This is an optimization exercise on Yosys and OpenROAD, whose aim is small area and a short achievable clock period, not a production implementation. In this exercise RTL edits were held to simulation tests only and were not proved equivalent to the original. No activity file was given, so power comes from the tool's default toggle rates. No driver is modelled on the clock port, so clocking that relies on it looks cheaper here than on a real chip.

== rev 12 ==
// sync_fifo
module sync_fifo #(parameter depth=64,parameter n=8,parameter addr_n=6)(input [n-1:0]din,input clk,rst,w_en,r_en,output reg [n-1:0]dout,output full,empty);
  localparam LO = 9;
  localparam HI = 7;
  localparam NC = 2;
  localparam BPC = n/NC;
  reg [n-1:0] mem [0:LO*HI-1];
  reg [LO-1:0] wlo;
  reg [HI-1:0] whi;
  reg [2:0] rhi;
  reg [LO-1:0] rlo [0:NC-1];
  reg [addr_n-1:0] cnt;
  reg e_r, f_r;
  assign empty = e_r;
  assign full  = f_r;
  wire wr = w_en & ~f_r;
  wire rd = r_en & ~e_r;
  integer i, j, k;
  always @(posedge clk) begin
    for (i = 0; i < HI; i = i + 1)
      for (j = 0; j < LO; j = j + 1)
        if (wr & whi[i] & wlo[j])
          mem[i*LO+j] <= din;
  end
  reg [n-1:0] rdata;
  reg [n-1:0] row;
  reg [n-1:0] csel;
  always @* begin
    rdata = {n{1'b0}};
    for (i = 0; i < HI; i = i + 1) begin
      row = {n{1'b0}};
      for (j = 0; j < LO; j = j + 1) begin
        for (k = 0; k < n; k = k + 1)
          csel[k] = rlo[k/BPC][j];
        row = row | (mem[i*LO+j] & csel);
      end
      rdata = rdata | (row & {n{rhi == i}});
    end
  end
  wire [addr_n-1:0] cnt_up = cnt + 1'b1;
  ...
For scale: about 1,200 cells after synthesis, about 560 flip-flops, roughly 22 I/O pins, roughly 20,000 sq um of cells after synthesis.
==> module sync_fifo, before the edit <==
module sync_fifo #(parameter depth=64,parameter n=8,parameter addr_n=6)(input [n-1:0]din,input clk,rst,w_en,r_en,output reg [n-1:0]dout,output full,empty);
  localparam LO = 9;
  localparam HI = 7;
  localparam NC = 2;
  localparam BPC = n/NC;
  reg [n-1:0] mem [0:LO*HI-1];
  reg [LO-1:0] wlo;
  reg [HI-1:0] whi;
  reg [2:0] rhi;
  reg [LO-1:0] rlo [0:NC-1];
  reg [addr_n-1:0] cnt;
  reg e_r, f_r;
  assign empty = e_r;
  assign full  = f_r;
  wire wr = w_en & ~f_r;
  wire rd = r_en & ~e_r;
  integer i, j, k;
  always @(posedge clk) begin
    for (i = 0; i < HI; i = i + 1)
      for (j = 0; j < LO; j = j + 1)
        if (wr & whi[i] & wlo[j])
          mem[i*LO+j] <= din;
  end
  reg [n-1:0] rdata;
  reg [n-1:0] row;
  reg [n-1:0] csel;
  always @* begin
    rdata = {n{1'b0}};
    for (i = 0; i < HI; i = i + 1) begin
      row = {n{1'b0}};
      for (j = 0; j < LO; j = j + 1) begin
        for (k = 0; k < n; k = k + 1)
          csel[k] = rlo[k/BPC][j];
        row = row | (mem[i*LO+j] & csel);
      end
      rdata = rdata | (row & {n{rhi == i}});
    end
  end
  wire [addr_n-1:0] cnt_up = cnt + 1'b1;
  wire [addr_n-1:0] cnt_dn = cnt - 1'b1;
  wire cnt_is1  = (cnt == 6'd1);
  wire cnt_is62 = (cnt == 6'd62);
  always @(posedge clk) begin
    if (rst) begin
      wlo <= 1; whi <= 1; rhi <= 0;
      for (k = 0; k < NC; k = k + 1) rlo[k] <= 1;
      cnt <= 0; e_r <= 1'b1; f_r <= 1'b0;
      dout <= 0;
    end else begin
      if (wr) begin
        wlo <= {wlo[LO-2:0], wlo[LO-1]};
        if (wlo[LO-1]) whi <= {whi[HI-2:0], whi[HI-1]};
      end
      if (rd) begin
        dout <= rdata;
        for (k = 0; k < NC; k = k + 1) rlo[k] <= {rlo[k][LO-2:0], rlo[k][LO-1]};
        if (rlo[0][LO-1]) rhi <= (rhi == HI-1) ? 3'd0 : rhi + 1'b1;
      end
      if (wr & ~rd) begin
        cnt <= cnt_up;
        e_r <= 1'b0;
        f_r <= cnt_is62;
      end else if (rd & ~wr) begin
        cnt <= cnt_dn;
        f_r <= 1'b0;
        e_r <= cnt_is1;
      end
    end
  end
endmodule
clock: 4.0 ns
lec_check: 0
cap_margin: 20
core_margin: 2
core_utilization: 60
setup_slack_margin: 2.1
slew_margin: 20
tns_end_percent: 10
standard.sh (not shown) runs the stock make flow with config.mk's settings and CLKGATE_MAP_FILE= SYNTH_SCRIPT=/design/flow/synth_recipe.tcl, a recipe that flattens the netlist after the stock synthesis.
==> flow/flow/run.sh <==
#!/bin/bash
# Standard ORFS layout (the standard.sh) with two changes:
#  - ports are buffered with buf_4 instead of the delay cell buffer_ports picks by default;
#  - CTS uses larger sink clusters and no dummy loads.
set -euo pipefail
bash standard.sh \
  "BUFFER_PORTS_ARGS=-buffer_cell sky130_fd_sc_hd__buf_4" \
  "CTS_ARGS=-sink_clustering_enable -repair_clock_nets -sink_clustering_size 30 -sink_clustering_max_diameter 100 -dont_use_dummy_load" \
  finish > standard.log 2>&1
Changes in rev 13 relative to rev 12:
==> flow/design.v <==
module sync_fifo #(parameter depth=64,parameter n=8,parameter addr_n=6)(input [n-1:0]din,input clk,rst,w_en,r_en,output reg [n-1:0]dout,output full,empty);
  localparam LO = 9;
  localparam HI = 7;
  localparam H  = n/2;
  reg [n-1:0] mem [0:LO*HI-1];
  reg [3:0] wlo;
  reg [2:0] whi, rhi;
  reg [LO-1:0] rloa, rlob;
  reg [addr_n-1:0] cnt;
  reg e_r, f_r;
  assign empty = e_r;
  assign full  = f_r;
  wire wr = w_en & ~f_r;
  wire rd = r_en & ~e_r;
  integer i, j;
  always @(posedge clk) begin
    for (i = 0; i < HI; i = i + 1)
      for (j = 0; j < LO; j = j + 1)
        if (wr && whi == i && wlo == j)
          mem[i*LO+j] <= din;
  end
  reg [n-1:0] rdata;
  reg [n-1:0] row;
  always @* begin
    rdata = {n{1'b0}};
    for (i = 0; i < HI; i = i + 1) begin
      row = {n{1'b0}};
      for (j = 0; j < LO; j = j + 1)
        row = row | (mem[i*LO+j] & {{(n-H){rlob[j]}}, {H{rloa[j]}}});
      rdata = rdata | (row & {n{rhi == i}});
    end
  end
  always @(posedge clk) begin
    if (rst) begin
      wlo <= 0; whi <= 0;
      rloa <= 1; rlob <= 1; rhi <= 0;
      cnt <= 0; e_r <= 1'b1; f_r <= 1'b0;
      dout <= 0;
    end else begin
      if (wr) begin
        wlo <= (wlo == LO-1) ? 4'd0 : wlo + 1'b1;
        if (wlo == LO-1) whi <= (whi == HI-1) ? 3'd0 : whi + 1'b1;
      end
      if (rd) begin
        dout <= rdata;
        rloa <= {rloa[LO-2:0], rloa[LO-1]};
        rlob <= {rlob[LO-2:0], rlob[LO-1]};
        if (rloa[LO-1]) rhi <= (rhi == HI-1) ? 3'd0 : rhi + 1'b1;
      end
      if (wr & ~rd) begin
        cnt <= cnt + 1'b1;
        e_r <= 1'b0;
        f_r <= (cnt == 6'd62);
      end else if (rd & ~wr) begin
        cnt <= cnt - 1'b1;
        f_r <= 1'b0;
        e_r <= (cnt == 6'd1);
      end
    end
  end
endmodule
Count of different cell masters after synthesis: lower on rev 12
Sort rev 13 and rev 12 by global-route total usage across every layer asc -> top: rev 12
Diff rev 13 and rev 12: fraction of the cycle the final worst path needs higher in rev 12
In the reports for rev 13 and rev 12, the smaller post-place instance area belongs to rev 13.
Summary — core utilization, rev 13 relative to rev 12: higher, by 2.7 points.
Sequential power: rev 13 and rev 12 compared, lower one is rev 13
Area fraction in and, or, nand and nor cells after synthesis in rev 13 is 0.30 points below rev 12.
Summary: total wire length, rev 13 worse than rev 12
From rev 12 to rev 13 the numbers moved as follows: number of nets at the end of the flow down about 0.56%, total power after layout down 0.096 mW.

Another version of the RTL of sync_fifo (not shown whole).
Size: roughly 550 flip-flops, roughly 22 I/O pins, about 0.020 sq mm of cells after synthesis.
==> module sync_fifo, before the edit <==
module sync_fifo #(parameter depth=64,parameter n=8,parameter addr_n=6)(input [n-1:0]din,input clk,rst,w_en,r_en,output reg [n-1:0]dout,output full,empty);
  localparam LO = 9;
  localparam HI = 7;
  localparam NC = 1;
  localparam BPC = n/NC;
  reg [n-1:0] mem [0:LO*HI-1];
  reg [LO-1:0] wlo;
  reg [HI-1:0] whi;
  reg [HI-1:0] rhi;
  reg [LO-1:0] rlo [0:NC-1];
  reg [addr_n-1:0] cnt;
  reg e_r, f_r;
  assign empty = e_r;
  assign full  = f_r;
  wire wr = w_en & ~f_r;
  wire rd = r_en & ~e_r;
  integer i, j, k;
  always @(posedge clk) begin
    for (i = 0; i < HI; i = i + 1)
      for (j = 0; j < LO; j = j + 1)
        if (wr & whi[i] & wlo[j])
          mem[i*LO+j] <= din;
  end
  reg [n-1:0] rdata;
  reg [n-1:0] row;
  reg [n-1:0] csel;
  always @* begin
    rdata = {n{1'b0}};
    for (i = 0; i < HI; i = i + 1) begin
      row = {n{1'b0}};
      for (j = 0; j < LO; j = j + 1) begin
        for (k = 0; k < n; k = k + 1)
          csel[k] = rlo[k/BPC][j];
        row = row | (mem[i*LO+j] & csel);
      end
      rdata = rdata | (row & {n{rhi[i]}});
    end
  end
  wire [addr_n-1:0] cnt_up = cnt + 1'b1;
  wire [addr_n-1:0] cnt_dn = cnt - 1'b1;
  wire cnt_is1  = (cnt == 6'd1);
  wire cnt_is62 = (cnt == 6'd62);
  always @(posedge clk) begin
    if (rst) begin
      wlo <= 1; whi <= 1; rhi <= 1;
      for (k = 0; k < NC; k = k + 1) rlo[k] <= 1;
      cnt <= 0; e_r <= 1'b1; f_r <= 1'b0;
      dout <= 0;
    end else begin
      if (wr) begin
        wlo <= {wlo[LO-2:0], wlo[LO-1]};
        if (wlo[LO-1]) whi <= {whi[HI-2:0], whi[HI-1]};
      end
      if (rd) begin
        dout <= rdata;
        for (k = 0; k < NC; k = k + 1) rlo[k] <= {rlo[k][LO-2:0], rlo[k][LO-1]};
        if (rlo[0][LO-1]) rhi <= {rhi[HI-2:0], rhi[HI-1]};
      end
      if (wr & ~rd) begin
        cnt <= cnt_up;
        e_r <= 1'b0;
        f_r <= cnt_is62;
      end else if (rd & ~wr) begin
        cnt <= cnt_dn;
        f_r <= 1'b0;
        e_r <= cnt_is1;
      end
    end
  end
endmodule
Settings: LEC_CHECK=0, CAP_MARGIN=20, CORE_MARGIN=2, CORE_UTILIZATION=60, SETUP_SLACK_MARGIN=2.1, SLEW_MARGIN=20, TNS_END_PERCENT=10; clock period 4.0 ns.
==> flow/flow/run.sh <==
#!/bin/bash
# Standard ORFS layout (the standard.sh) with three changes:
#  - ports are buffered with buf_4 instead of the delay cell buffer_ports picks by default;
#  - CTS uses larger sink clusters and no dummy loads;
#  - a222oi_1 (only one, weak drive strength) is kept out of mapping; the platform's
#    own don't-use list is repeated since this setting replaces it.
set -euo pipefail
bash standard.sh \
  "BUFFER_PORTS_ARGS=-buffer_cell sky130_fd_sc_hd__buf_4" \
  "CTS_ARGS=-sink_clustering_enable -repair_clock_nets -sink_clustering_size 30 -sink_clustering_max_diameter 100 -dont_use_dummy_load" \
  "DONT_USE_CELLS=sky130_fd_sc_hd__probe_p_8 sky130_fd_sc_hd__probec_p_8 sky130_fd_sc_hd__lpflow_bleeder_1 sky130_fd_sc_hd__lpflow_clkbufkapwr_1 sky130_fd_sc_hd__lpflow_clkbufkapwr_16 sky130_fd_sc_hd__lpflow_clkbufkapwr_2 sky130_fd_sc_hd__lpflow_clkbufkapwr_4 sky130_fd_sc_hd__lpflow_clkbufkapwr_8 sky130_fd_sc_hd__lpflow_clkinvkapwr_1 sky130_fd_sc_hd__lpflow_clkinvkapwr_16 sky130_fd_sc_hd__lpflow_clkinvkapwr_2 sky130_fd_sc_hd__lpflow_clkinvkapwr_4 sky130_fd_sc_hd__lpflow_clkinvkapwr_8 sky130_fd_sc_hd__lpflow_decapkapwr_12 sky130_fd_sc_hd__lpflow_decapkapwr_3 sky130_fd_sc_hd__lpflow_decapkapwr_4 sky130_fd_sc_hd__lpflow_decapkapwr_6 sky130_fd_sc_hd__lpflow_decapkapwr_8 sky130_fd_sc_hd__lpflow_inputiso0n_1 sky130_fd_sc_hd__lpflow_inputiso0p_1 sky130_fd_sc_hd__lpflow_inputiso1n_1 sky130_fd_sc_hd__lpflow_inputiso1p_1 sky130_fd_sc_hd__lpflow_inputisolatch_1 sky130_fd_sc_hd__lpflow_isobufsrc_1 sky130_fd_sc_hd__lpflow_isobufsrc_16 sky130_fd_sc_hd__lpflow_isobufsrc_2 sky130_fd_sc_hd__lpflow_isobufsrc_4 sky130_fd_sc_hd__lpflow_isobufsrc_8 sky130_fd_sc_hd__lpflow_isobufsrckapwr_16 sky130_fd_sc_hd__lpflow_lsbuf_lh_hl_isowell_tap_1 sky130_fd_sc_hd__lpflow_lsbuf_lh_hl_isowell_tap_2 sky130_fd_sc_hd__lpflow_lsbuf_lh_hl_isowell_tap_4 sky130_fd_sc_hd__lpflow_lsbuf_lh_isowell_4 sky130_fd_sc_hd__lpflow_lsbuf_lh_isowell_tap_1 sky130_fd_sc_hd__lpflow_lsbuf_lh_isowell_tap_2 sky130_fd_sc_hd__lpflow_lsbuf_lh_isowell_tap_4 sky130_fd_sc_hd__a222oi_1" \
  finish > standard.log 2>&1
Rerun with:
--- a/flow/design.v
+++ b/flow/design.v
@@ -1,9 +1,9 @@
 module sync_fifo #(parameter depth=64,parameter n=8,parameter addr_n=6)(input [n-1:0]din,input clk,rst,w_en,r_en,output reg [n-1:0]dout,output full,empty);
   localparam LO = 9;
   localparam HI = 7;
-  localparam NC = 1;
+  localparam NC = 2;
   localparam BPC = n/NC;
   reg [n-1:0] mem [0:LO*HI-1];
   reg [LO-1:0] wlo;
   reg [HI-1:0] whi;
   reg [HI-1:0] rhi;
Cell count is higher by a few percent.
Cell area is higher slightly.
Non-clock buffer count is lower by 10.
Wire length is higher by a few percent.
Area after synthesis is higher slightly.
Count of clock-buffer cells in the layout stays the same.
Clock power hardly moves.
Clock skew is lower by 0.018 ns.
Worst setup slack gets worse by 0.013 ns.
Power is higher slightly.
Via count is higher by a few percent.
Utilization is lower by 1.1 points.
Sequential cell count is higher by 9.

[re-timing with driven ports]
In the flow no input, the clock included, has a driving cell. The finished layouts below were timed again as built, in two steps.
Step 1: set_driving_cell puts a clkbuf_16 on clk and a buf_2 on each other input, an assumption about the parent block.
Step 2 adds t to the input delays and takes it off the output delays; t is the mean of the earliest and latest rising clock arrival at the registers after step 1. Input paths then give back, and output paths get back, about the clock's delay inside the block.
a / b / c = ideal / step 1 / step 2; a / b = the first two.
run | shift t [ns] | slack for setup (ns) | worst setup path after step 2 | clock arrival spread, ns
rev 12 | 0.607 | 1.948 / 1.948 / 1.679 | input to register | 0.062 / 0.061
rev 13 | 0.603 | 1.975 / 1.975 / 1.614 | input to register | 0.069 / 0.069
the first run of note 2 | 0.595 | 2.059 / 2.006 / 1.662 | input to register | 0.073 / 0.073
the second run of note 2 | 0.607 | 2.046 / 1.991 / 1.621 | input to register | 0.054 / 0.053
After both steps setup and hold are still met in every run listed. For the second run of note 2, which loses most, drivers alone change the setup slack by -0.055 ns; drivers and shift together by -0.425 ns.
